From an optimization exercise on the open Yosys and OpenROAD flow, aimed at small area, a short achievable clock period and few clock cycles per item; shortcuts taken in it are not production practice. No functional check of the RTL was part of any run shown here. Power and IR drop assume default switching activity.

===== run.sh =====
#!/bin/bash
# synth_recipe.tcl (not shown) runs the flow's synth.tcl, then flattens the netlist and writes it again
# the make line also repeats each setting of config.mk as NAME=value (left out here)
make -C /OpenROAD-flow-scripts/flow DESIGN_CONFIG=/design/flow/config.mk WORK_HOME=/design/flow/orfs CLKGATE_MAP_FILE= SYNTH_SCRIPT=/design/flow/synth_recipe.tcl finish

===== config.mk =====
export PLATFORM = sky130hd
export DESIGN_NAME = simple_cpu_top
export DESIGN_NICKNAME = simple_cpu_top
export VERILOG_FILES = /design/flow/design.v
export SDC_FILE = /design/flow/constraint.sdc
export NUM_CORES = 4
export LEC_CHECK = 0
export CAP_MARGIN = 20
export CORE_MARGIN = 2
export CORE_UTILIZATION = 40
export SLEW_MARGIN = 20
export SYNTH_HIERARCHICAL = 1
export SYNTH_MINIMUM_KEEP_SIZE = 0

===== design.v =====
module simple_datapath #(
    parameter BIT_WIDTH = 16
)(
    input wire [BIT_WIDTH-1:0] a,
    input wire [BIT_WIDTH-1:0] b,
    output wire [BIT_WIDTH-1:0] p
);
    wire w1 = a[0] & b[0];
    wire w2 = a[1] & b[0];
    wire w3 = a[2] & b[0];
    wire w4 = a[3] & b[0];
    wire w5 = a[4] & b[0];
    wire w6 = a[5] & b[0];
    wire w7 = a[6] & b[0];
    wire w8 = a[7] & b[0];
    wire w9 = a[8] & b[0];
    wire w10 = a[9] & b[0];
    wire w11 = a[10] & b[0];
    wire w12 = a[11] & b[0];
    wire w13 = a[12] & b[0];
    wire w14 = a[13] & b[0];
    wire w15 = a[14] & b[0];
    wire w16 = a[15] & b[0];
    wire w17 = a[0] & b[1];
    wire w18 = a[1] & b[1];
    wire w19 = a[2] & b[1];
    wire w20 = a[3] & b[1];
    wire w21 = a[4] & b[1];
    wire w22 = a[5] & b[1];
    wire w23 = a[6] & b[1];
    wire w24 = a[7] & b[1];
    wire w25 = a[8] & b[1];
    wire w26 = a[9] & b[1];
    wire w27 = a[10] & b[1];
    wire w28 = a[11] & b[1];
    wire w29 = a[12] & b[1];
    wire w30 = a[13] & b[1];
    wire w31 = a[14] & b[1];
    wire w32 = a[0] & b[2];
    wire w33 = a[1] & b[2];
    wire w34 = a[2] & b[2];
    wire w35 = a[3] & b[2];
    wire w36 = a[4] & b[2];
    wire w37 = a[5] & b[2];
    wire w38 = a[6] & b[2];
    wire w39 = a[7] & b[2];
    wire w40 = a[8] & b[2];
    wire w41 = a[9] & b[2];
    wire w42 = a[10] & b[2];
    wire w43 = a[11] & b[2];
    wire w44 = a[12] & b[2];
    wire w45 = a[13] & b[2];
    wire w46 = a[0] & b[3];
    wire w47 = a[1] & b[3];
    wire w48 = a[2] & b[3];
    wire w49 = a[3] & b[3];
    wire w50 = a[4] & b[3];
    wire w51 = a[5] & b[3];
    wire w52 = a[6] & b[3];
    wire w53 = a[7] & b[3];
    wire w54 = a[8] & b[3];
    wire w55 = a[9] & b[3];
    wire w56 = a[10] & b[3];
    wire w57 = a[11] & b[3];
    wire w58 = a[12] & b[3];
    wire w59 = a[0] & b[4];
    wire w60 = a[1] & b[4];
    wire w61 = a[2] & b[4];
    wire w62 = a[3] & b[4];
    wire w63 = a[4] & b[4];
    wire w64 = a[5] & b[4];
    wire w65 = a[6] & b[4];
    wire w66 = a[7] & b[4];
    wire w67 = a[8] & b[4];
    wire w68 = a[9] & b[4];
    wire w69 = a[10] & b[4];
    wire w70 = a[11] & b[4];
    wire w71 = a[0] & b[5];
    wire w72 = a[1] & b[5];
    wire w73 = a[2] & b[5];
    wire w74 = a[3] & b[5];
    wire w75 = a[4] & b[5];
    wire w76 = a[5] & b[5];
    wire w77 = a[6] & b[5];
    wire w78 = a[7] & b[5];
    wire w79 = a[8] & b[5];
    wire w80 = a[9] & b[5];
    wire w81 = a[10] & b[5];
    wire w82 = a[0] & b[6];
    wire w83 = a[1] & b[6];
    wire w84 = a[2] & b[6];
    wire w85 = a[3] & b[6];
    wire w86 = a[4] & b[6];
    wire w87 = a[5] & b[6];
    wire w88 = a[6] & b[6];
    wire w89 = a[7] & b[6];
    wire w90 = a[8] & b[6];
    wire w91 = a[9] & b[6];
    wire w92 = a[0] & b[7];
    wire w93 = a[1] & b[7];
    wire w94 = a[2] & b[7];
    wire w95 = a[3] & b[7];
    wire w96 = a[4] & b[7];
    wire w97 = a[5] & b[7];
    wire w98 = a[6] & b[7];
    wire w99 = a[7] & b[7];
    wire w100 = a[8] & b[7];
    wire w101 = a[0] & b[8];
    wire w102 = a[1] & b[8];
    wire w103 = a[2] & b[8];
    wire w104 = a[3] & b[8];
    wire w105 = a[4] & b[8];
    wire w106 = a[5] & b[8];
    wire w107 = a[6] & b[8];
    wire w108 = a[7] & b[8];
    wire w109 = a[0] & b[9];
    wire w110 = a[1] & b[9];
    wire w111 = a[2] & b[9];
    wire w112 = a[3] & b[9];
    wire w113 = a[4] & b[9];
    wire w114 = a[5] & b[9];
    wire w115 = a[6] & b[9];
    wire w116 = a[0] & b[10];
    wire w117 = a[1] & b[10];
    wire w118 = a[2] & b[10];
    wire w119 = a[3] & b[10];
    wire w120 = a[4] & b[10];
    wire w121 = a[5] & b[10];
    wire w122 = a[0] & b[11];
    wire w123 = a[1] & b[11];
    wire w124 = a[2] & b[11];
    wire w125 = a[3] & b[11];
    wire w126 = a[4] & b[11];
    wire w127 = a[0] & b[12];
    wire w128 = a[1] & b[12];
    wire w129 = a[2] & b[12];
    wire w130 = a[3] & b[12];
    wire w131 = a[0] & b[13];
    wire w132 = a[1] & b[13];
    wire w133 = a[2] & b[13];
    wire w134 = a[0] & b[14];
    wire w135 = a[1] & b[14];
    wire w136 = a[0] & b[15];
    wire w137, w138;
    mul_ha u1 (.x(w18), .y(w3), .s(w137), .c(w138));
    wire w139, w140;
    mul_fa u2 (.x(w19), .y(w33), .z(w4), .s(w139), .c(w140));
    wire w141, w142;
    mul_ha u3 (.x(w46), .y(w138), .s(w141), .c(w142));
    wire w143, w144;
    mul_fa u4 (.x(w20), .y(w34), .z(w47), .s(w143), .c(w144));
    wire w145, w146;
    mul_fa u5 (.x(w5), .y(w59), .z(w140), .s(w145), .c(w146));
    wire w147, w148;
    mul_ha u6 (.x(w142), .y(w143), .s(w147), .c(w148));
    wire w149, w150;
    mul_fa u7 (.x(w21), .y(w35), .z(w48), .s(w149), .c(w150));
    wire w151, w152;
    mul_fa u8 (.x(w6), .y(w60), .z(w71), .s(w151), .c(w152));
    wire w153, w154;
    mul_fa u9 (.x(w144), .y(w149), .z(w151), .s(w153), .c(w154));
    wire w155, w156;
    mul_ha u10 (.x(w148), .y(w146), .s(w155), .c(w156));
    wire w157, w158;
    mul_fa u11 (.x(w22), .y(w36), .z(w49), .s(w157), .c(w158));
    wire w159, w160;
    mul_fa u12 (.x(w61), .y(w7), .z(w72), .s(w159), .c(w160));
    wire w161, w162;
    mul_fa u13 (.x(w82), .y(w150), .z(w152), .s(w161), .c(w162));
    wire w163, w164;
    mul_fa u14 (.x(w157), .y(w159), .z(w154), .s(w163), .c(w164));
    wire w165, w166;
    mul_ha u15 (.x(w161), .y(w156), .s(w165), .c(w166));
    wire w167, w168;
    mul_fa u16 (.x(w23), .y(w37), .z(w50), .s(w167), .c(w168));
    wire w169, w170;
    mul_fa u17 (.x(w62), .y(w73), .z(w8), .s(w169), .c(w170));
    wire w171, w172;
    mul_fa u18 (.x(w83), .y(w92), .z(w158), .s(w171), .c(w172));
    wire w173, w174;
    mul_fa u19 (.x(w160), .y(w167), .z(w169), .s(w173), .c(w174));
    wire w175, w176;
    mul_fa u20 (.x(w162), .y(w171), .z(w173), .s(w175), .c(w176));
    wire w177, w178;
    mul_ha u21 (.x(w164), .y(w166), .s(w177), .c(w178));
    wire w179, w180;
    mul_fa u22 (.x(w101), .y(w24), .z(w38), .s(w179), .c(w180));
    wire w181, w182;
    mul_fa u23 (.x(w51), .y(w63), .z(w74), .s(w181), .c(w182));
    wire w183, w184;
    mul_fa u24 (.x(w84), .y(w9), .z(w93), .s(w183), .c(w184));
    wire w185, w186;
    mul_fa u25 (.x(w168), .y(w170), .z(w179), .s(w185), .c(w186));
    wire w187, w188;
    mul_fa u26 (.x(w181), .y(w183), .z(w172), .s(w187), .c(w188));
    wire w189, w190;
    mul_fa u27 (.x(w174), .y(w185), .z(w187), .s(w189), .c(w190));
    wire w191, w192;
    mul_ha u28 (.x(w176), .y(w178), .s(w191), .c(w192));
    wire w193, w194;
    mul_fa u29 (.x(w10), .y(w102), .z(w109), .s(w193), .c(w194));
    wire w195, w196;
    mul_fa u30 (.x(w25), .y(w39), .z(w52), .s(w195), .c(w196));
    wire w197, w198;
    mul_fa u31 (.x(w64), .y(w75), .z(w85), .s(w197), .c(w198));
    wire w199, w200;
    mul_fa u32 (.x(w94), .y(w180), .z(w182), .s(w199), .c(w200));
    wire w201, w202;
    mul_fa u33 (.x(w184), .y(w193), .z(w195), .s(w201), .c(w202));
    wire w203, w204;
    mul_fa u34 (.x(w197), .y(w186), .z(w199), .s(w203), .c(w204));
    wire w205, w206;
    mul_fa u35 (.x(w201), .y(w188), .z(w203), .s(w205), .c(w206));
    wire w207, w208;
    mul_ha u36 (.x(w190), .y(w192), .s(w207), .c(w208));
    wire w209, w210;
    mul_fa u37 (.x(w103), .y(w11), .z(w110), .s(w209), .c(w210));
    wire w211, w212;
    mul_fa u38 (.x(w116), .y(w26), .z(w40), .s(w211), .c(w212));
    wire w213, w214;
    mul_fa u39 (.x(w53), .y(w65), .z(w76), .s(w213), .c(w214));
    wire w215, w216;
    mul_fa u40 (.x(w86), .y(w95), .z(w194), .s(w215), .c(w216));
    wire w217, w218;
    mul_fa u41 (.x(w196), .y(w198), .z(w209), .s(w217), .c(w218));
    wire w219, w220;
    mul_fa u42 (.x(w211), .y(w213), .z(w200), .s(w219), .c(w220));
    wire w221, w222;
    mul_fa u43 (.x(w202), .y(w215), .z(w217), .s(w221), .c(w222));
    wire w223, w224;
    mul_fa u44 (.x(w204), .y(w219), .z(w221), .s(w223), .c(w224));
    wire w225, w226;
    mul_ha u45 (.x(w206), .y(w223), .s(w225), .c(w226));
    wire w227, w228;
    mul_fa u46 (.x(w104), .y(w111), .z(w117), .s(w227), .c(w228));
    wire w229, w230;
    mul_fa u47 (.x(w12), .y(w122), .z(w27), .s(w229), .c(w230));
    wire w231, w232;
    mul_fa u48 (.x(w41), .y(w54), .z(w66), .s(w231), .c(w232));
    wire w233, w234;
    mul_fa u49 (.x(w77), .y(w87), .z(w96), .s(w233), .c(w234));
    wire w235, w236;
    mul_fa u50 (.x(w210), .y(w212), .z(w214), .s(w235), .c(w236));
    wire w237, w238;
    mul_fa u51 (.x(w227), .y(w229), .z(w231), .s(w237), .c(w238));
    wire w239, w240;
    mul_fa u52 (.x(w233), .y(w216), .z(w218), .s(w239), .c(w240));
    wire w241, w242;
    mul_fa u53 (.x(w235), .y(w237), .z(w220), .s(w241), .c(w242));
    wire w243, w244;
    mul_fa u54 (.x(w222), .y(w239), .z(w241), .s(w243), .c(w244));
    wire w245, w246;
    mul_ha u55 (.x(w224), .y(w243), .s(w245), .c(w246));
    wire w247, w248;
    mul_fa u56 (.x(w105), .y(w112), .z(w118), .s(w247), .c(w248));
    wire w249, w250;
    mul_fa u57 (.x(w123), .y(w127), .z(w13), .s(w249), .c(w250));
    wire w251, w252;
    mul_fa u58 (.x(w28), .y(w42), .z(w55), .s(w251), .c(w252));
    wire w253, w254;
    mul_fa u59 (.x(w67), .y(w78), .z(w88), .s(w253), .c(w254));
    wire w255, w256;
    mul_fa u60 (.x(w97), .y(w228), .z(w230), .s(w255), .c(w256));
    wire w257, w258;
    mul_fa u61 (.x(w232), .y(w234), .z(w247), .s(w257), .c(w258));
    wire w259, w260;
    mul_fa u62 (.x(w249), .y(w251), .z(w253), .s(w259), .c(w260));
    wire w261, w262;
    mul_fa u63 (.x(w236), .y(w238), .z(w255), .s(w261), .c(w262));
    wire w263, w264;
    mul_fa u64 (.x(w257), .y(w259), .z(w240), .s(w263), .c(w264));
    wire w265, w266;
    mul_fa u65 (.x(w261), .y(w242), .z(w263), .s(w265), .c(w266));
    wire w267, w268;
    mul_ha u66 (.x(w244), .y(w265), .s(w267), .c(w268));
    wire w269, w270;
    mul_fa u67 (.x(w106), .y(w113), .z(w119), .s(w269), .c(w270));
    wire w271, w272;
    mul_fa u68 (.x(w124), .y(w128), .z(w131), .s(w271), .c(w272));
    wire w273, w274;
    mul_fa u69 (.x(w14), .y(w29), .z(w43), .s(w273), .c(w274));
    wire w275, w276;
    mul_fa u70 (.x(w56), .y(w68), .z(w79), .s(w275), .c(w276));
    wire w277, w278;
    mul_fa u71 (.x(w89), .y(w98), .z(w248), .s(w277), .c(w278));
    wire w279, w280;
    mul_fa u72 (.x(w250), .y(w252), .z(w254), .s(w279), .c(w280));
    wire w281, w282;
    mul_fa u73 (.x(w269), .y(w271), .z(w273), .s(w281), .c(w282));
    wire w283, w284;
    mul_fa u74 (.x(w275), .y(w256), .z(w258), .s(w283), .c(w284));
    wire w285, w286;
    mul_fa u75 (.x(w260), .y(w277), .z(w279), .s(w285), .c(w286));
    wire w287, w288;
    mul_fa u76 (.x(w281), .y(w262), .z(w283), .s(w287), .c(w288));
    wire w289, w290;
    mul_fa u77 (.x(w285), .y(w264), .z(w287), .s(w289), .c(w290));
    wire w291, w292;
    mul_ha u78 (.x(w266), .y(w289), .s(w291), .c(w292));
    wire w293, w294;
    mul_fa u79 (.x(w107), .y(w114), .z(w120), .s(w293), .c(w294));
    wire w295, w296;
    mul_fa u80 (.x(w125), .y(w129), .z(w132), .s(w295), .c(w296));
    wire w297, w298;
    mul_fa u81 (.x(w134), .y(w15), .z(w30), .s(w297), .c(w298));
    wire w299, w300;
    mul_fa u82 (.x(w44), .y(w57), .z(w69), .s(w299), .c(w300));
    wire w301, w302;
    mul_fa u83 (.x(w80), .y(w90), .z(w99), .s(w301), .c(w302));
    wire w303, w304;
    mul_fa u84 (.x(w270), .y(w272), .z(w274), .s(w303), .c(w304));
    wire w305, w306;
    mul_fa u85 (.x(w276), .y(w293), .z(w295), .s(w305), .c(w306));
    wire w307, w308;
    mul_fa u86 (.x(w297), .y(w299), .z(w301), .s(w307), .c(w308));
    wire w309, w310;
    mul_fa u87 (.x(w278), .y(w280), .z(w282), .s(w309), .c(w310));
    wire w311, w312;
    mul_fa u88 (.x(w303), .y(w305), .z(w307), .s(w311), .c(w312));
    wire w313, w314;
    mul_fa u89 (.x(w284), .y(w286), .z(w309), .s(w313), .c(w314));
    wire w315, w316;
    mul_fa u90 (.x(w311), .y(w288), .z(w313), .s(w315), .c(w316));
    wire w317, w318;
    mul_ha u91 (.x(w290), .y(w315), .s(w317), .c(w318));
    wire w319;
    mul_x2 u92 (.x(w100), .y(w108), .s(w319));
    wire w320;
    mul_x2 u93 (.x(w115), .y(w121), .s(w320));
    wire w321;
    mul_x2 u94 (.x(w126), .y(w130), .s(w321));
    wire w322;
    mul_x2 u95 (.x(w133), .y(w135), .s(w322));
    wire w323;
    mul_x2 u96 (.x(w136), .y(w16), .s(w323));
    wire w324;
    mul_x2 u97 (.x(w31), .y(w45), .s(w324));
    wire w325;
    mul_x2 u98 (.x(w58), .y(w70), .s(w325));
    wire w326;
    mul_x2 u99 (.x(w81), .y(w91), .s(w326));
    wire w327;
    mul_x2 u100 (.x(w319), .y(w320), .s(w327));
    wire w328;
    mul_x2 u101 (.x(w321), .y(w322), .s(w328));
    wire w329;
    mul_x2 u102 (.x(w323), .y(w324), .s(w329));
    wire w330;
    mul_x2 u103 (.x(w325), .y(w326), .s(w330));
    wire w331;
    mul_x2 u104 (.x(w294), .y(w296), .s(w331));
    wire w332;
    mul_x2 u105 (.x(w298), .y(w300), .s(w332));
    wire w333;
    mul_x2 u106 (.x(w302), .y(w327), .s(w333));
    wire w334;
    mul_x2 u107 (.x(w328), .y(w329), .s(w334));
    wire w335;
    mul_x2 u108 (.x(w330), .y(w331), .s(w335));
    wire w336;
    mul_x2 u109 (.x(w332), .y(w333), .s(w336));
    wire w337;
    mul_x2 u110 (.x(w334), .y(w304), .s(w337));
    wire w338;
    mul_x2 u111 (.x(w335), .y(w336), .s(w338));
    wire w339;
    mul_x2 u112 (.x(w306), .y(w308), .s(w339));
    wire w340;
    mul_x2 u113 (.x(w337), .y(w338), .s(w340));
    wire w341;
    mul_x2 u114 (.x(w339), .y(w340), .s(w341));
    wire w342;
    mul_x2 u115 (.x(w310), .y(w312), .s(w342));
    wire w343;
    mul_x2 u116 (.x(w341), .y(w342), .s(w343));
    wire w344;
    mul_x2 u117 (.x(w314), .y(w343), .s(w344));
    wire w345;
    mul_x2 u118 (.x(w344), .y(w316), .s(w345));
    wire w346;
    mul_x2 u119 (.x(w345), .y(w318), .s(w346));
    wire [BIT_WIDTH-1:0] ra = {w346, w292, w268, w246, w226, w208, w205, w189, w175, w163, w153, w145, w139, w32, w2, w1};
    wire [BIT_WIDTH-1:0] rb = {1'b0, w317, w291, w267, w245, w225, w207, w191, w177, w165, w155, w147, w141, w137, w17, 1'b0};
    mul_cpa #(.W(BIT_WIDTH)) cpa (.x(ra), .y(rb), .s(p));
endmodule
module mul_fa (
    input wire x, y, z,
    output wire s, c
);
    assign s = x ^ y ^ z;
    assign c = (x & y) | (x & z) | (y & z);
endmodule
module mul_ha (
    input wire x, y,
    output wire s, c
);
    assign s = x ^ y;
    assign c = x & y;
endmodule
module mul_x2 (
    input wire x, y,
    output wire s
);
    assign s = x ^ y;
endmodule
module mul_cpa #(
    parameter W = 16
)(
    input wire [W-1:0] x, y,
    output wire [W-1:0] s
);
    assign s = x + y;
endmodule
module mul_han (
    input wire x, y,
    output wire s, c
);
    assign s = ~(x ^ y);
    assign c = x | y;
endmodule
module simple_control (
    input wire clk,
    input wire rst_n,
    input wire start,
    output reg done
);
    always @(posedge clk or negedge rst_n) begin
        if (!rst_n)
            done <= 1'b0;
        else if (start)
            done <= 1'b1;
    end
endmodule
module simple_cpu_top #(
    parameter BIT_WIDTH = 16,
    parameter PROGRAM_FILE = "program.mem"
)(
    input wire clk,
    input wire rst_n,
    input wire start,
    input wire [BIT_WIDTH-1:0] operand_a,
    input wire [BIT_WIDTH-1:0] operand_b,
    output wire [BIT_WIDTH-1:0] result,
    output wire done
);
    wire [BIT_WIDTH-1:0] product;
    simple_datapath #(.BIT_WIDTH(BIT_WIDTH)) datapath (
        .a(operand_a), .b(operand_b), .p(product)
    );
    simple_control control (
        .clk(clk), .rst_n(rst_n), .start(start), .done(done)
    );
    reg [BIT_WIDTH-1:0] result_r;
    always @(posedge clk)
        if (start) result_r <= product;
    assign result = result_r;
endmodule

===== constraint.sdc =====
create_clock -name core_clock -period 5.0 [get_ports {clk}]
set_input_delay 1.0000 -clock core_clock [delete_from_list [all_inputs] [get_ports {clk}]]
set_output_delay 1.0000 -clock core_clock [all_outputs]
set_load 0.01 [all_outputs]

==> results of run 1 <==
worst max-delay path by stage:
stage	to	slack (ns)
floorplan	result_r[15]	-0.0008
global route	result_r[15]	0.00008
finish	result_r[15]	0.09
detailed placement	result_r[15]	-0.76
CTS	result_r[15]	-0.02
global placement	result_r[15]	-0.71
layout by cell type (no fill, tap or decap), types with 3 or more instances in the layout:
master           instances
ha_1                    18
buf_6                    6
clkbuf_2                 4
nor2_1                   4
a21oi_1                 15
xor2_1                  33
o21ai_1                  4
o211ai_1                 3
and2_1                 123
nand3_1                  3
clkdlybuf4s50_1         23
clkdlybuf4s15_2          7
o21ai_0                  3
nand2_1                  8
inv_1                    3
fa_2                    28
and2_4                  13
dlygate4sd2_1            4
ha_4                    10
fa_1                    51
clkbuf_8                 3
edfxtp_1                16
buf_4                   57
dlymetal6s2s_1           4
buf_2                    5
xnor2_1                 10
per-module statistics from Yosys, one instance, submodules excluded, excerpt:
module	flops+latches	copies in the design	cell area (µm²)
mul_fa	0	78	20.02
simple_control	1	1	31.28
mul_ha	0	13	12.51
mul_x2	0	28	8.758
simple_cpu_top	16	1	480.5
cells by family (layout without fill, tap and decap cells):
| logic type | Yosys count | in the layout | synth area share |
|---|---|---|---|
| buffers and inverters | 17 | 121 | 0.02434 |
| xor gates and xnor gates | 43 | 43 | 0.09044 |
| AOI/OAI and AO/OA | 40 | 40 | 0.06490 |
| and+or+nand+nor | 161 | 161 | 0.2317 |
| muxes | 1 | 1 | 0.002404 |
| adders and majority gates | 107 | 107 | 0.4639 |
| other | 1 | 2 | 0.0009006 |
| DFF | 17 | 17 | 0.1214 |
cell usage after synthesis (2+ instances only):
cell	count
fa_1	79
a21o_1	2
nand2_1	8
xnor2_1	10
ha_1	28
clkbuf_2	6
a21oi_1	17
nor2_1	5
inv_1	3
buf_6	2
nand3_1	5
o211ai_1	3
edfxtp_1	16
xor2_1	33
buf_4	4
nor3_1	3
o21bai_1	2
o21ai_0	6
and2_1	136
final cells by class:
cell class | instances | area [µm²]
fillers | 934 | 4701
multi-input cells | 354 | 3820
repair buffers | 113 | 974.7
flip-flops and latches | 17 | 505.5
well taps | 136 | 170.2
inverters | 4 | 15.01
clock buffers | 4 | 45.04
state kept, by name, summed over array words and instances (netlist names):
name          count
control.done      1
result_r         16
report_power, final:
part / internal [µW] / switching [µW]
clock network: 56.3 / 40.2
logic: 1650 / 1320
registers: 311 / 11.4
total: 2010 / 1380
stage by stage:
| stage | power [µW] | std cells | hold slack, ns | util | cell area, µm² |
|---|---|---|---|---|---|
| 5_1_grt | 3731 | 628 | 0.4886 | 0.5405 | 5530 |
| 6_report | 3388 | 628 | 0.4653 | 0.5405 | 5530 |
| 2_1_floorplan | 2082 | 388 | 0.5039 | - | 4257 |
| 3_5_place_dp | 2903 | 613 | 0.4575 | 0.5118 | 5236 |
| 4_1_cts | 3387 | 627 | 0.4726 | 0.5369 | 5493 |
| 3_3_place_gp | 2864 | 613 | 0.4472 | 0.5118 | 5236 |
metal layers:
| layer | track usage | up-vias | part of all wire |
|---|---|---|---|
| met5 | 0 | - | 0 |
| met4 | 0.02914 | 0 | 0.0092 |
| met3 | 0.007357 | 7 | 0.034 |
| met2 | 0.3512 | 85 | 0.53 |
| met1 | 0.2502 | 1561 | 0.43 |
| li1 | - | 1465 | - |
repair_timing:
action                                  CTS  global route
pin swaps                                22            32
setup buffers                            10             1
gates resized for setup                  94            31
endpoints found under the setup margin    6             5
==> results.toml, run 1 <==
[global_route]
grt_pass1_vias = 3375
grt_max_degree = 18
grt_usage = 0.1891
grt_pass1_wl_um = 16750
globalRoute.totalOverflow = 0
antenna_found_initial = 0

[timing]
tns_ns = 0
worst_slack_ns = 0.09383
setup_viol = 0
hold_viol = 0
rsz0062_at_grt = "false"
finalCritPeriodShare = 0.9812
period_needed_ns = 4.906
tightest_slew_ns = 0.6826
finClkSkew_ns = 0
fmax_mhz = 203.8
slew_headroom = 0.5435
slew_viol_final = 0

[cts]
cts_buffers = 3
cts.path.max_buffers = 2
cts_tree = "built"
clk_latency_ns = 0.24
htreeDepth = 1
cts_hold_buffers = 0
root_buffer = "clkbuf_8"
cts.clk_slew.worst_paths_ns = 0.06
cts.sinks = 17

[yosys]
ys.flop_type = "edfxtp_1"
ys_warn_count = 8
synthTopCellsByArea = "fa_1 38%, and2_1 20%, edfxtp_1 12%, ha_1 8.4%, xor2_1 6.9%"
yosysTopAreaCellShare = 0.3798
synth_largest_area_cell = "fa_1"
synthCells = 387
synth_edf_count = 16
synth_cell_types = 38
synth-seq-cells = 17
ys_seq_area_frac = 0.1214
async_reset_ff_frac = 0.05882
avgSynthCellArea_um2 = 10.76
syn_area_um2 = 4164

[critical_path]
cp_cell_sequence = "buf_6 > buf_6 > buf_4 > and2_4 > fa_1 > fa_2 > fa_1 > fa_1 > fa_1 > ha_4 > ha_4 > a31oi_1 > o211ai_1 > xnor2_1"
r2r-start = "control.done"
crit_fanout = 4
worstPathRequired_ns = 4.99
startpoint = "operand_a[2]"
slowest_stage = "fa_1"
path_delay_family = "adder cells"
critPathMaxStageDelay_ns = 0.58
critPathArrivalTime_ns = 4.89
crit_buf_inv = 3
worstSetupPathDepth = 14
r2r_end = "control.done"
rr_worst_depth = 1
regToRegSetupSlack_ns = 4.30
worstSetupPathType = "primary input to flip-flop"
crit_path_frequent_cell = "fa_1"
end_kind = "flip-flop"
start_kind = "primary input"

[die]
die_y_um = 106.0
start_util = 0.4070
core_um2 = 10230
die_area_um2 = 11240
die_w_um = 106.0
io_pins = 52
fp-row-count = 37

[route]
drc = 0
via_count = 3118
drt_wl_total_um = 10090
ant_nets = 0
first_pass_iters = 4
drt_iter0_drc = 71
vias_per_cell = 4.965
wire_per_inst_um = 16.07

[power_and_ir_drop]
ir_drop_v = 0.0005008
leakage_uw = 0.002421
powerDensity_nw_per_um2 = 612.7

[flow_run]
maxCapViolations = 0

[hold_path]
hp-class = "flip-flop to flip-flop"
holdPathEnd = "control.done"
holdCritStartpoint = "control.done"
hold_depth = 1

[placed_design]
dp_slack_ns = -0.7628
dp_hpwl_um = 8416
gp_congestion = 0.9093
io_buffers = 51

[outcome]
status = "complete, no violations"

[layout]
diodes = 0
fin_nets = 635
syn_to_final_growth_pct = 32.81
drive_gt1_frac = 0.2967
==> inputs of run 2 (changes only) <==
--- a/design.v
+++ b/design.v
@@ -150,9 +150,9 @@
     wire w143, w144;
     mul_fa u4 (.x(w20), .y(w34), .z(w47), .s(w143), .c(w144));
     wire w145, w146;
-    mul_fa u5 (.x(w5), .y(w59), .z(w140), .s(w145), .c(w146));
+    mul_fa u5 (.x(w5), .y(w59), .z(w142), .s(w145), .c(w146));
     wire w147, w148;
-    mul_ha u6 (.x(w142), .y(w143), .s(w147), .c(w148));
+    mul_ha u6 (.x(w140), .y(w143), .s(w147), .c(w148));
     wire w149, w150;
     mul_fa u7 (.x(w21), .y(w35), .z(w48), .s(w149), .c(w150));
     wire w151, w152;
@@ -182,7 +182,7 @@
     wire w175, w176;
     mul_fa u20 (.x(w162), .y(w171), .z(w173), .s(w175), .c(w176));
     wire w177, w178;
-    mul_ha u21 (.x(w164), .y(w166), .s(w177), .c(w178));
+    mul_ha u21 (.x(w166), .y(w164), .s(w177), .c(w178));
     wire w179, w180;
     mul_fa u22 (.x(w101), .y(w24), .z(w38), .s(w179), .c(w180));
     wire w181, w182;
@@ -212,7 +212,7 @@
     wire w205, w206;
     mul_fa u35 (.x(w201), .y(w188), .z(w203), .s(w205), .c(w206));
     wire w207, w208;
-    mul_ha u36 (.x(w190), .y(w192), .s(w207), .c(w208));
+    mul_ha u36 (.x(w192), .y(w190), .s(w207), .c(w208));
     wire w209, w210;
     mul_fa u37 (.x(w103), .y(w11), .z(w110), .s(w209), .c(w210));
     wire w211, w212;
@@ -230,7 +230,7 @@
     wire w223, w224;
     mul_fa u44 (.x(w204), .y(w219), .z(w221), .s(w223), .c(w224));
     wire w225, w226;
-    mul_ha u45 (.x(w206), .y(w223), .s(w225), .c(w226));
+    mul_ha u45 (.x(w206), .y(w208), .s(w225), .c(w226));
     wire w227, w228;
     mul_fa u46 (.x(w104), .y(w111), .z(w117), .s(w227), .c(w228));
     wire w229, w230;
@@ -250,7 +250,7 @@
     wire w243, w244;
     mul_fa u54 (.x(w222), .y(w239), .z(w241), .s(w243), .c(w244));
     wire w245, w246;
-    mul_ha u55 (.x(w224), .y(w243), .s(w245), .c(w246));
+    mul_ha u55 (.x(w224), .y(w226), .s(w245), .c(w246));
     wire w247, w248;
     mul_fa u56 (.x(w105), .y(w112), .z(w118), .s(w247), .c(w248));
     wire w249, w250;
@@ -272,7 +272,7 @@
     wire w265, w266;
     mul_fa u65 (.x(w261), .y(w242), .z(w263), .s(w265), .c(w266));
     wire w267, w268;
-    mul_ha u66 (.x(w244), .y(w265), .s(w267), .c(w268));
+    mul_ha u66 (.x(w244), .y(w246), .s(w267), .c(w268));
     wire w269, w270;
     mul_fa u67 (.x(w106), .y(w113), .z(w119), .s(w269), .c(w270));
     wire w271, w272;
@@ -323,65 +323,37 @@
     mul_fa u90 (.x(w311), .y(w288), .z(w313), .s(w315), .c(w316));
     wire w317, w318;
     mul_ha u91 (.x(w290), .y(w315), .s(w317), .c(w318));
-    wire w319;
-    mul_x2 u92 (.x(w100), .y(w108), .s(w319));
-    wire w320;
-    mul_x2 u93 (.x(w115), .y(w121), .s(w320));
-    wire w321;
-    mul_x2 u94 (.x(w126), .y(w130), .s(w321));
-    wire w322;
-    mul_x2 u95 (.x(w133), .y(w135), .s(w322));
-    wire w323;
-    mul_x2 u96 (.x(w136), .y(w16), .s(w323));
-    wire w324;
-    mul_x2 u97 (.x(w31), .y(w45), .s(w324));
-    wire w325;
-    mul_x2 u98 (.x(w58), .y(w70), .s(w325));
-    wire w326;
-    mul_x2 u99 (.x(w81), .y(w91), .s(w326));
-    wire w327;
-    mul_x2 u100 (.x(w319), .y(w320), .s(w327));
-    wire w328;
-    mul_x2 u101 (.x(w321), .y(w322), .s(w328));
-    wire w329;
-    mul_x2 u102 (.x(w323), .y(w324), .s(w329));
-    wire w330;
-    mul_x2 u103 (.x(w325), .y(w326), .s(w330));
-    wire w331;
-    mul_x2 u104 (.x(w294), .y(w296), .s(w331));
-    wire w332;
-    mul_x2 u105 (.x(w298), .y(w300), .s(w332));
-    wire w333;
-    mul_x2 u106 (.x(w302), .y(w327), .s(w333));
-    wire w334;
-    mul_x2 u107 (.x(w328), .y(w329), .s(w334));
-    wire w335;
-    mul_x2 u108 (.x(w330), .y(w331), .s(w335));
-    wire w336;
-    mul_x2 u109 (.x(w332), .y(w333), .s(w336));
-    wire w337;
-    mul_x2 u110 (.x(w334), .y(w304), .s(w337));
-    wire w338;
-    mul_x2 u111 (.x(w335), .y(w336), .s(w338));
-    wire w339;
-    mul_x2 u112 (.x(w306), .y(w308), .s(w339));
-    wire w340;
-    mul_x2 u113 (.x(w337), .y(w338), .s(w340));
-    wire w341;
-    mul_x2 u114 (.x(w339), .y(w340), .s(w341));
-    wire w342;
-    mul_x2 u115 (.x(w310), .y(w312), .s(w342));
-    wire w343;
-    mul_x2 u116 (.x(w341), .y(w342), .s(w343));
-    wire w344;
-    mul_x2 u117 (.x(w314), .y(w343), .s(w344));
-    wire w345;
-    mul_x2 u118 (.x(w344), .y(w316), .s(w345));
-    wire w346;
-    mul_x2 u119 (.x(w345), .y(w318), .s(w346));
-    wire [BIT_WIDTH-1:0] ra = {w346, w292, w268, w246, w226, w208, w205, w189, w175, w163, w153, w145, w139, w32, w2, w1};
-    wire [BIT_WIDTH-1:0] rb = {1'b0, w317, w291, w267, w245, w225, w207, w191, w177, w165, w155, w147, w141, w137, w17, 1'b0};
-    mul_cpa #(.W(BIT_WIDTH)) cpa (.x(ra), .y(rb), .s(p));
+    wire w319 = w100 ^ w108;
+    wire w320 = w115 ^ w121;
+    wire w321 = w126 ^ w130;
+    wire w322 = w133 ^ w135;
+    wire w323 = w136 ^ w16;
+    wire w324 = w31 ^ w45;
+    wire w325 = w58 ^ w70;
+    wire w326 = w81 ^ w91;
+    wire w327 = w319 ^ w320;
+    wire w328 = w321 ^ w322;
+    wire w329 = w323 ^ w324;
+    wire w330 = w325 ^ w326;
+    wire w331 = w327 ^ w328;
+    wire w332 = w329 ^ w330;
+    wire w333 = w294 ^ w296;
+    wire w334 = w298 ^ w300;
+    wire w335 = w302 ^ w331;
+    wire w336 = w332 ^ w333;
+    wire w337 = w334 ^ w335;
+    wire w338 = w336 ^ w337;
+    wire w339 = w304 ^ w306;
+    wire w340 = w308 ^ w338;
+    wire w341 = w339 ^ w340;
+    wire w342 = w341 ^ w310;
+    wire w343 = w312 ^ w342;
+    wire w344 = w343 ^ w314;
+    wire w345 = w344 ^ w316;
+    wire w346 = w345 ^ w318;
+    wire [BIT_WIDTH-1:0] ra = {w346, w292, w268, w265, w243, w223, w205, w191, w175, w165, w153, w147, w141, w32, w17, w1};
+    wire [BIT_WIDTH-1:0] rb = {1'b0, w317, w291, w267, w245, w225, w207, w189, w177, w163, w155, w145, w139, w137, w2, 1'b0};
+    assign p = ra + rb;
 endmodule
 module mul_fa (
     input wire x, y, z,
@@ -397,27 +369,6 @@
     assign s = x ^ y;
     assign c = x & y;
 endmodule
-module mul_x2 (
-    input wire x, y,
-    output wire s
-);
-    assign s = x ^ y;
-endmodule
-module mul_cpa #(
-    parameter W = 16
-)(
-    input wire [W-1:0] x, y,
-    output wire [W-1:0] s
-);
-    assign s = x + y;
-endmodule
-module mul_han (
-    input wire x, y,
-    output wire s, c
-);
-    assign s = ~(x ^ y);
-    assign c = x | y;
-endmodule
 module simple_control (
     input wire clk,
     input wire rst_n,
==> run 2 against run 1 <==
Net effect:
- still clean on timing, DRC and antenna
- synthesized area shrank 3.2%
- final area grew 3.0%
- worst hold slack gained 0.0086 ns
- utilization grew 4.2 points
- non-clock buffer count grew 12
- combinational power shrank 5%
- critical path depth grew 2
- die area shrank 3.1%
- count of clock-buffer cells in the layout is the same
- total power shrank 4.6%
- largest power group unchanged
==> results.toml, run 2 <==
[outcome]
status = "complete, no violations"

[yosys]
yosysMostFrequentCell = "and2_1"
synth_edf_count = 16
ys.flop_type = "edfxtp_1"
ys_warn_count = 8
ys_seq_area_frac = 0.1254
synthTopCellsByArea = "fa_1 39%, and2_1 18%, edfxtp_1 12%, ha_1 8.4%, xnor2_1 6.1%"
synth_cell_types = 42
avgSynthCellArea_um2 = 10.63
synthCells = 379
async_reset_ff_frac = 0.05882
yosysTopAreaCellShare = 0.3924
synth_largest_area_cell = "fa_1"
synth-seq-cells = 17
yosys-top-cells-count = "119 x and2_1, 79 x fa_1, 28 x xnor2_1, 27 x ha_1, 20 x nand2_1"
syn_area_um2 = 4030

[placed_design]
dpl.cell_count = 599
placed_area_um2 = 5201
gp_congestion = 0.8583
dp_slack_ns = -0.7558
io_buffers = 51
dp_hpwl_um = 8378

[timing]
finalCritPeriodShare = 0.9863
hold_viol = 0
fmax_mhz = 202.8
setup_viol = 0
worst_slack_ns = 0.06832
slew_headroom = 0.5471
tightest_slew_ns = 0.6772
finClkSkew_ns = 0
slew_viol_final = 0
period_needed_ns = 4.932
hold_slack_ns = 0.4738
rsz0062_at_grt = "true"

[cts]
htreeDepth = 1
cts.sinks = 17
cts.clk_slew.worst_paths_ns = 0.06
cts.path.max_buffers = 2
cts_hold_buffers = 0
clk_latency_ns = 0.24
cts_buffers = 3
cts_tree = "built"
root_buffer = "clkbuf_8"

[die]
die_w_um = 104.4
die_area_um2 = 10890
die_y_um = 104.4
start_util = 0.4123
io_pins = 52
core_um2 = 9774
fp-row-count = 36

[layout]
largest_reg_flops = 16
fin_nets = 634
diodes = 0
fillers = 849
regArea_um2 = 505.5
mostFrequentLayoutCells = "91 x and2_1, 58 x buf_4, 40 x fa_2"
syn_to_final_growth_pct = 41.38
mostFrequentLayoutCell = "and2_1"
stdcell_area_um2 = 5698
multi_input_area_um2 = 3770
regMostFlops = "result_r"
drive_gt1_frac = 0.4004
top_regs = "result_r (16), control.done (1)"
final_cell_count_no_fill = 625

[power_and_ir_drop]
ir_drop_v = 0.0004013
powerDensity_nw_per_um2 = 567.1
leakage_uw = 0.002447

[route]
wire_per_inst_um = 17.31
ant_nets = 0
via_count = 3159
vias_per_cell = 5.054
drt_iter0_drc = 83
drt_wl_total_um = 10820
drc = 0
first_pass_iters = 4

[critical_path]
worstPathRequired_ns = 4.99
slowest_stage = "fa_1"
critPathMaxStageDelay_ns = 0.52
critPathArrivalTime_ns = 4.92
r2r-start = "control.done"
crit_path_frequent_cell = "xnor2_1"
cp_cell_sequence = "buf_6 > buf_6 > and2_4 > fa_1 > fa_2 > fa_1 > fa_1 > fa_1 > ha_4 > xnor2_4 > xnor2_2 > xnor2_1 > xnor2_1 > xnor2_1 > xnor2_1 > xnor2_1"
crit_fanout = 5
start_kind = "primary input"
worstSetupPathType = "primary input to flip-flop"
end_kind = "flip-flop"
startpoint = "operand_a[0]"

[global_route]
antenna_found_initial = 0
grt_max_degree = 18
globalRoute.totalOverflow = 0
grt_usage = 0.2042
grt_pass1_wl_um = 17490
grt_pass1_vias = 3480

[hold_path]
hp-class = "flip-flop to flip-flop"
holdCritStartpoint = "control.done"

[flow_run]
maxCapViolations = 0
run 2: changes by cell type after synthesis, sizes merged, moves of 5 or more:
cell    change
o21ai       -5
xnor2      +18
a21oi      -11
buf         -5
inv         +6
xor2       -25
nand2      +12
clkbuf      +8
and2       -17
run 2: cells by family after synthesis:
family | count (synthesis) | synth area share
compound gates | 29 | 0.05496
xor+xnor | 36 | 0.07824
fa+ha+maj | 106 | 0.4762
buf+inv | 25 | 0.02422
flops | 17 | 0.1254
mux | 1 | 0.002794
simple gates | 165 | 0.2381
run 2: per-module statistics from Yosys, one instance, submodules excluded, excerpt:
module          flip-flops and latches  times used  area [µm²]
mul_fa                               0          78       20.02
simple_cpu_top                      16           1       480.5
mul_ha                               0          13       12.51
simple_control                       1           1       31.28
run 2: metrics by stage:
step | total power [µW] | util | setup TNS (ns)
after floorplan | 2044 | - | 0
after global routing | 3535 | 0.5829 | -0.05208
final | 3231 | 0.5829 | 0
after detailed placement | 2802 | 0.5321 | -3.599
after CTS | 3083 | 0.5669 | -0.1936
after global placement | 2774 | 0.5321 | -3.483
run 2: routing by layer:
| layer | global-route usage | vias to the layer above | wire length [µm] |
|---|---|---|---|
| met4 | 0.05695 | 0 | 190 |
| met3 | 0.01253 | 14 | 388 |
| li1 | - | 1460 | - |
| met2 | 0.3679 | 75 | 5654 |
| met1 | 0.2650 | 1610 | 4585 |
| met5 | 0 | - | 0 |
run 2: power by group:
group | internal (µW) | switching, µW
combinational | 1510 | 1310
sequential | 301 | 12.5
clock | 56.3 | 40.0
total | 1870 | 1360
run 2: final timing paths:
kind                       cells after the start      endpoint  slack, ns
min                                            1  control.done       0.47
max reg2reg                                    1  control.done       4.29
min reg2reg                                    1  control.done       0.47
max                                           16  result_r[15]       0.07
min in group asynchronous                      1  control.done       0.90
max in group asynchronous                      1  control.done       4.00
run 2: area by class of cell:
cell class                      instances  share of cell area
Timing Repair Buffer                  125              0.2066
Multi-Input combinational cell        337              0.6616
Clock buffer                            4            0.007905
Sequential cell                        17             0.08871
Tap cell                              133             0.02921
Inverter                                9            0.005929
run 2: what timing repair did:
item | 4_1_cts | 5_1_grt
endpoints found under the setup margin | 6 | 5
setup buffers | 16 | 6
pin swaps | 29 | 50
hold endpoints to repair | 0 | 0
gates cloned | 3 | 3
resized for setup | 114 | 97
run 2: critical path: cells and delay by family:
kind | cells | cell delay [ns]
AND/OR/NAND/NOR | 1 | 0.13
buffers and inverters | 2 | 0.21
XOR/XNOR | 7 | 1.07
adder cells (fa/ha/maj) | 6 | 2.52
==> inputs of run 3 (changes only) <==
--- a/design.v
+++ b/design.v
@@ -351,9 +351,39 @@
     wire w344 = w343 ^ w314;
     wire w345 = w344 ^ w316;
     wire w346 = w345 ^ w318;
-    wire [BIT_WIDTH-1:0] ra = {w346, w292, w268, w265, w243, w223, w205, w191, w175, w165, w153, w147, w141, w32, w17, w1};
-    wire [BIT_WIDTH-1:0] rb = {1'b0, w317, w291, w267, w245, w225, w207, w189, w177, w163, w155, w145, w139, w137, w2, 1'b0};
-    assign p = ra + rb;
+    assign p[0] = w1 ^ 1'b0;
+    wire w347 = w1 & 1'b0;
+    wire w348, w349;
+    mul_ha u92 (.x(w17), .y(w2), .s(w348), .c(w349));
+    assign p[1] = w348 ^ w347;
+    wire w350 = w349 | (w348 & w347);
+    wire w351, w352;
+    mul_ha u93 (.x(w32), .y(w137), .s(w351), .c(w352));
+    assign p[2] = w351 ^ w350;
+    wire w353 = w352 | (w351 & w350);
+    wire w354, w355;
+    mul_ha u94 (.x(w141), .y(w139), .s(w354), .c(w355));
+    assign p[3] = w354 ^ w353;
+    wire w356 = w355 | (w354 & w353);
+    wire w357, w358;
+    mul_ha u95 (.x(w147), .y(w145), .s(w357), .c(w358));
+    assign p[4] = w357 ^ w356;
+    wire w359 = w358 | (w357 & w356);
+    wire w360, w361;
+    mul_ha u96 (.x(w153), .y(w155), .s(w360), .c(w361));
+    assign p[5] = w360 ^ w359;
+    wire w362 = w361 | (w360 & w359);
+    wire w363, w364;
+    mul_ha u97 (.x(w165), .y(w163), .s(w363), .c(w364));
+    assign p[6] = w363 ^ w362;
+    wire w365 = w364 | (w363 & w362);
+    wire w366, w367;
+    mul_ha u98 (.x(w175), .y(w177), .s(w366), .c(w367));
+    assign p[7] = w366 ^ w365;
+    wire w368 = w367 | (w366 & w365);
+    wire [7:0] ta = {w346, w292, w268, w265, w243, w223, w205, w191};
+    wire [7:0] tb = {1'b0, w317, w291, w267, w245, w225, w207, w189};
+    assign p[15:8] = ta + tb + w368;
 endmodule
 module mul_fa (
     input wire x, y, z,
==> run 3 against run 2 <==
Net effect:
- now fails the layout checks on setup timing
- utilization shrank 2.0 points
- fmax shrank 7.3%
- count of clock-buffer cells in the layout shrank 1
- critical endpoint is now result_r[14]
- flip-flop and latch count is the same
==> results.toml, run 3 <==
[die]
start_util = 0.4125
die_w_um = 101.6
fp-row-count = 35
die_area_um2 = 10320
core_um2 = 9240
die_y_um = 101.6
io_pins = 52

[yosys]
yosysTopAreaCellShare = 0.4202
synth_largest_area_cell = "fa_1"
synth_edf_count = 16
ys_warn_count = 8
synthTopCellsByArea = "fa_1 42%, and2_1 20%, edfxtp_1 13%, ha_1 11%, xnor2_1 5.7%"
synthCells = 332
avgSynthCellArea_um2 = 11.48
ys_seq_area_frac = 0.1326
ys.flop_type = "edfxtp_1"
yosysMostFrequentCell = "and2_1"
async_reset_ff_frac = 0.05882
syn_area_um2 = 3811
yosys-top-cells-count = "120 x and2_1, 80 x fa_1, 32 x ha_1, 25 x xnor2_1"
synth_cell_types = 24
synth-seq-cells = 17

[layout]
diodes = 0
mostFrequentLayoutCells = "115 x and2_1, 71 x fa_1, 48 x buf_4"
drive_gt1_frac = 0.2558
largest_reg_flops = 16
final_cell_count_no_fill = 559
mostFrequentLayoutCell = "and2_1"
fin_nets = 578
top_regs = "result_r (16), control.done (1)"
regMostFlops = "result_r"
syn_to_final_growth_pct = 36.61

[timing]
rsz0062_at_grt = "true"
tightest_slew_ns = 0.8745
hold_viol = 0
hold_slack_ns = 0.4653
slew_headroom = 0.4152
worst_slack_ns = -0.3228
period_needed_ns = 5.323
setup_viol = 4
finalCritPeriodShare = 1.065
finClkSkew_ns = 0
fmax_mhz = 187.9
slew_viol_final = 0

[power_and_ir_drop]
powerDensity_nw_per_um2 = 448.7
leakage_uw = 0.002328
ir_drop_v = 0.0003519

[critical_path]
worstSetupPathType = "primary input to flip-flop"
critPathMaxStageDelay_ns = 0.36
crit_path_frequent_cell = "ha_4"
critPathArrivalTime_ns = 5.34
start_kind = "primary input"
end_kind = "flip-flop"
worstPathRequired_ns = 5.02
crit_fanout = 4
cp_cell_sequence = "buf_8 > and2_4 > ha_4 > ha_4 > ha_4 > or2_4 > ha_4 > or2_4 > ha_4 > or2_4 > ha_4 > or2_4 > ha_4 > or2_4 > ha_4 > or2_4 > fa_2 > fa_2 > a21o_1 > a21oi_2 > o21bai_1 > a21oi_1 > xnor2_1"
slowest_stage = "fa_2"

[cts]
cts_hold_buffers = 0
cts_buffers = 3
clk_latency_ns = 0.26
htreeDepth = 1
cts.path.max_buffers = 2
cts.sinks = 17
cts.clk_slew.worst_paths_ns = 0.08
cts_tree = "built"
root_buffer = "clkbuf_8"

[global_route]
globalRoute.totalOverflow = 0
grt_usage = 0.2013
grt_max_degree = 18
grt_pass1_wl_um = 15590
grt_pass1_vias = 3009
antenna_found_initial = 0

[outcome]
violations = "setup timing"
status = "complete, but fails checks"

[route]
first_pass_iters = 4
drt_iter0_drc = 96
vias_per_cell = 4.809
drt_wl_total_um = 9692
drc = 0
wire_per_inst_um = 17.34
via_count = 2688
ant_nets = 0

[placed_design]
gp_congestion = 0.9438
io_buffers = 51
dp_slack_ns = -1.241
dp_hpwl_um = 8013
dpl.cell_count = 550

[hold_path]
hp-class = "flip-flop to flip-flop"

[flow_run]
maxCapViolations = 0
-- run 3: changes by cell type in the layout (fill, tap and decap cells not counted), sizes merged, moves of 4 or more --
cell,change
dlymetal6s2s,+8
nand2,-4
clkbuf,-11
dlygate4sd2,+7
buf,-24
nor3,-4
ha,+5
nor2,-5
or2,+6
inv,-8
-- run 3: layout make-up --
type	instances	area, µm²
Clock buffer	3	41.29
Clock inverter	1	5.005
Fill cell	823	4034
Inverter	1	3.754
Multi-Input combinational cell	300	3495
Sequential cell	17	505.5
Tap cell	129	161.4
Timing Repair Buffer	108	994.7
-- run 3: report_power, final --
group	switching (µW)	leakage (µW)	internal, µW
sequential	12.9	0.000165	304
combinational	820	0.00214	1090
clock	58.0	0.0000255	55.5
-- run 3: final timing paths --
check	start	end	slack (ns)	cells past startpoint
min in group asynchronous	rst_n	control.done	0.87	1
max in group asynchronous	rst_n	control.done	4.04	1
worst max register to register	control.done	control.done	4.29	1
worst min-delay path	control.done	control.done	0.47	1
worst min register to register	control.done	control.done	0.47	1
worst max-delay path	operand_b[0]	result_r[14]	-0.32	23
-- run 3: metrics by stage --
stage	total power [µW]	instance area (µm²)	util	TNS, ns
3_3_place_gp	2161	4966	0.5374	-6.855
4_1_cts	2367	5180	0.5606	-1.084
3_5_place_dp	2192	4966	0.5374	-6.755
5_1_grt	2594	5206	0.5634	-1.377
6_report	2336	5206	0.5634	-0.9050
2_1_floorplan	1557	3984	-	-2.337
-- run 3: worst max-delay path, delay by kind of cell --
kind | cells | cell delay, ns
adder cells (fa/ha/maj) | 10 | 2.05
AND/OR/NAND/NOR | 7 | 1.54
AO/OA/AOI/OAI | 4 | 0.55
buffers and inverters | 1 | 0.10
XOR/XNOR | 1 | 0.09
-- run 3: logic make-up (layout without fill, tap and decap cells) --
logic type                 count (synthesis)  after routing  synth area share
and+or+nand+nor                          146            146            0.2285
AOI/OAI and AO/OA                          9              9           0.01543
xor gates and xnor gates                  33             33           0.08142
buffers and inverters                     15            113           0.01674
DFF                                       17             17            0.1326
adders and majority gates                112            112            0.5253
-- run 3: layer usage --
metal | global-route usage | share of wire | vias up
met5 | 0 | 0 | -
met4 | 0.06549 | 0.027 | 0
met3 | 0.01311 | 0.028 | 18
met2 | 0.3512 | 0.52 | 65
met1 | 0.2677 | 0.42 | 1366
li1 | - | - | 1239
-- run 3: per-module statistics from Yosys (local to each module, per instance), excerpt --
module	area, µm²	flops+latches	cells inside
mul_fa	20.02	0	1
mul_ha	12.51	0	1
simple_control	31.28	1	2
simple_cpu_top	480.5	16	16
-- run 3: timing repair --
action | in CTS | in global routing
setup endpoints to repair | 7 | 5
pin swaps | 25 | 7
setup buffers | 4 | 0
gates resized for setup | 68 | 14
gates cloned | 1 | 0
==> inputs of run 4 (changes only) <==
--- a/design.v
+++ b/design.v
@@ -381,9 +381,17 @@
     mul_ha u98 (.x(w175), .y(w177), .s(w366), .c(w367));
     assign p[7] = w366 ^ w365;
     wire w368 = w367 | (w366 & w365);
-    wire [7:0] ta = {w346, w292, w268, w265, w243, w223, w205, w191};
-    wire [7:0] tb = {1'b0, w317, w291, w267, w245, w225, w207, w189};
-    assign p[15:8] = ta + tb + w368;
+    wire w369, w370;
+    mul_ha u99 (.x(w191), .y(w189), .s(w369), .c(w370));
+    assign p[8] = w369 ^ w368;
+    wire w371 = w370 | (w369 & w368);
+    wire w372, w373;
+    mul_ha u100 (.x(w205), .y(w207), .s(w372), .c(w373));
+    assign p[9] = w372 ^ w371;
+    wire w374 = w373 | (w372 & w371);
+    wire [5:0] ta = {w346, w292, w268, w265, w243, w223};
+    wire [5:0] tb = {1'b0, w317, w291, w267, w245, w225};
+    assign p[15:10] = ta + tb + w374;
 endmodule
 module mul_fa (
     input wire x, y, z,
==> run 4 against run 3 <==
Net effect:
- the layout still fails its checks (setup timing)
- utilization shrank 1.3 points
- flip-flop and latch count is the same
- setup slack lost 0.67 ns
- largest power group unchanged
==> results.toml, run 4 <==
[power_and_ir_drop]
leakage_uw = 0.002224
ir_drop_v = 0.0006429
powerDensity_nw_per_um2 = 462.5

[layout]
multi_input_area_um2 = 3502
fillers = 845
syn_to_final_growth_pct = 33.87
top_regs = "result_r (16), control.done (1)"
diodes = 0
stdcell_area_um2 = 5089
drive_gt1_frac = 0.2282
regArea_um2 = 505.5
final_cell_count_no_fill = 541
regMostFlops = "result_r"
mostFrequentLayoutCell = "and2_1"
largest_reg_flops = 16
mostFrequentLayoutCells = "112 x and2_1, 77 x fa_1, 40 x buf_4"
fin_nets = 562

[die]
die_y_um = 101.5
die_w_um = 101.5
fp-row-count = 35
die_area_um2 = 10300
io_pins = 52
core_um2 = 9240
start_util = 0.4114

[placed_design]
placed_area_um2 = 4880
dp_slack_ns = -1.907
dpl.cell_count = 533
gp_congestion = 0.8858
dp_hpwl_um = 7962
io_buffers = 51

[critical_path]
worstSetupPathType = "primary input to flip-flop"
crit_fanout = 4
r2r_end = "control.done"
worstPathRequired_ns = 5.01
start_kind = "primary input"
critPathArrivalTime_ns = 6.01
rr_worst_depth = 1
end_kind = "flip-flop"
r2r-start = "control.done"
regToRegSetupSlack_ns = 4.28

[cts]
cts_tree = "built"
cts_buffers = 3
cts.sinks = 17
clk_latency_ns = 0.25
cts.clk_slew.worst_paths_ns = 0.07
root_buffer = "clkbuf_8"
htreeDepth = 1
cts.path.max_buffers = 2

[timing]
worst_slack_ns = -0.9954
rsz0062_at_grt = "true"
finClkSkew_ns = 0
period_needed_ns = 5.995
hold_viol = 0
setup_viol = 6
tightest_slew_ns = 0.8429
finalCritPeriodShare = 1.199
slew_headroom = 0.4363
fmax_mhz = 166.8
slew_viol_final = 0

[yosys]
synth_edf_count = 16
synthCells = 326
yosysTopAreaCellShare = 0.4213
async_reset_ff_frac = 0.05882
synth_largest_area_cell = "fa_1"
synth-seq-cells = 17
syn_area_um2 = 3801
synthTopCellsByArea = "fa_1 42%, and2_1 20%, edfxtp_1 13%, ha_1 11%, xnor2_1 3.9%"
synth_cell_types = 18
ys.flop_type = "edfxtp_1"
avgSynthCellArea_um2 = 11.66
yosysMostFrequentCell = "and2_1"
yosys-top-cells-count = "120 x and2_1, 80 x fa_1, 34 x ha_1, 17 x xnor2_1"
ys_warn_count = 8
ys_seq_area_frac = 0.1330

[route]
ant_nets = 0
drt_wl_total_um = 9407
drt_iter0_drc = 108
first_pass_iters = 4
wire_per_inst_um = 17.39
via_count = 2611
drc = 0
vias_per_cell = 4.826

[outcome]
violations = "setup timing"
status = "complete, but fails checks"

[hold_path]
holdPathEnd = "control.done"
hp-class = "flip-flop to flip-flop"
hold_depth = 1
holdCritStartpoint = "control.done"

[global_route]
grt_pass1_wl_um = 15150
grt_usage = 0.1990
antenna_found_initial = 0
grt_pass1_vias = 2928
globalRoute.totalOverflow = 0
grt_max_degree = 18

[flow_run]
maxCapViolations = 0
run 4: cell types whose count changed after synthesis, moves of 2 or more:
cell	previous run	this run
or2_2	6	8
xnor3_1	1	4
xnor2_1	25	17
ha_1	32	34
run 4: what timing repair did:
action | in CTS | in global routing
endpoints found under the setup margin | 7 | 6
gates cloned | 0 | 0
resized for setup | 56 | 8
hold buffers | 0 | 0
pin swaps | 29 | 16
setup buffers | 3 | 1
run 4: area by class of cell:
type	instances	area share
Clock buffer	4	0.008852
Inverter	1	0.0007376
Multi-Input combinational cell	294	0.6882
Sequential cell	17	0.09934
Tap cell	129	0.03172
Timing Repair Buffer	96	0.1711
run 4: worst max path at each step:
stage / slack [ns] / startpoint / endpoint / cells past startpoint
after floorplan: -1.18 / operand_b[0] / result_r[15] / 26
after global placement: -1.78 / operand_b[2] / result_r[15] / 24
after detailed placement: -1.91 / operand_b[2] / result_r[15] / 24
after CTS: -1.01 / operand_b[1] / result_r[14] / 27
after global routing: -1.10 / operand_b[0] / result_r[15] / 26
final: -1.0 / operand_b[1] / result_r[12] / 26
run 4: modules after synthesis, one instance, submodules excluded, excerpt:
| module | flops+latches | area [µm²] |
|---|---|---|
| simple_cpu_top | 16 | 480.5 |
| simple_control | 1 | 31.28 |
| mul_fa | 0 | 20.02 |
| mul_ha | 0 | 12.51 |
run 4: worst max-delay path, cell delays in order:
cell	delay [ns]
buf_8	0.10
and2_4	0.15
ha_4	0.26
ha_4	0.19
ha_4	0.14
or2_4	0.23
ha_4	0.16
or2_4	0.25
ha_4	0.15
or2_4	0.23
ha_4	0.15
or2_4	0.23
ha_4	0.15
or2_4	0.23
ha_4	0.15
or2_4	0.23
ha_4	0.15
or2_4	0.23
ha_4	0.15
or2_4	0.23
fa_2	0.37
buf_6	0.13
fa_2	0.34
buf_4	0.14
buf_6	0.10
xor2_1	0.15
run 4: power by group:
group | total (µW) | switching, µW | internal, µW
logic | 1930 | 783 | 1140
registers | 316 | 11.9 | 304
clock network | 111 | 53.9 | 56.7
run 4: cell families after synthesis:
| group | after synthesis | share of synthesized area |
|---|---|---|
| buf+inv | 15 | 0.01678 |
| simple gates | 147 | 0.2301 |
| flops | 17 | 0.1330 |
| xor+xnor | 28 | 0.07900 |
| fa+ha+maj | 114 | 0.5332 |
| compound gates | 5 | 0.007900 |
run 4: per-stage QoR:
stage	hold WS, ns	total power (µW)	util	setup TNS (ns)
after floorplan	0.5039	1510	-	-5.337
after global placement	0.4471	2081	0.5281	-9.569
after detailed placement	0.4577	2127	0.5281	-10.18
after CTS	0.4770	2310	0.5443	-4.472
after global routing	0.5185	2591	0.5507	-5.077
final	0.4769	2354	0.5507	-4.420
run 4: per-layer routing:
metal | global-route usage | wire, µm | vias to the layer above
met5 | 0 | 0 | -
met4 | 0.07173 | 293 | 0
met3 | 0.01104 | 308 | 14
met2 | 0.3367 | 4742 | 74
met1 | 0.2730 | 4063 | 1331
li1 | - | - | 1192

## re-timing with driven ports
No port has a modelled driver above. Below, the same layouts with a new extraction and two added sets of constraints. Step 1: set_driving_cell puts a clkbuf_16 on clk and a buf_2 on each other input, an assumption about the parent block. Step 2, shift: input delay + t, output delay - t, t = (earliest + latest rising clock arrival at the registers) / 2. This alone moves slack from input paths to output paths. a / b / c = ideal / step 1 / step 2; a / b = the first two.
run | t, ns | slack for setup (ns) | hold WS [ns]
run 1 | 0.267 | 0.094 / 0.086 / -0.181 | 0.465 / 0.465 / 0.465
run 2 | 0.266 | 0.068 / 0.059 / -0.206 | 0.474 / 0.474 / 0.474
run 3 | 0.286 | -0.323 / -0.339 / -0.625 | 0.465 / 0.465 / 0.465
run 4 | 0.283 | -0.995 / -1.005 / -1.288 | 0.477 / 0.477 / 0.477
Met with ideal ports but missed after step 2: setup timing in run 1 and run 2. The setup slack of run 3, which loses most, moves by -0.016 ns with the drivers and by -0.302 ns with both steps.
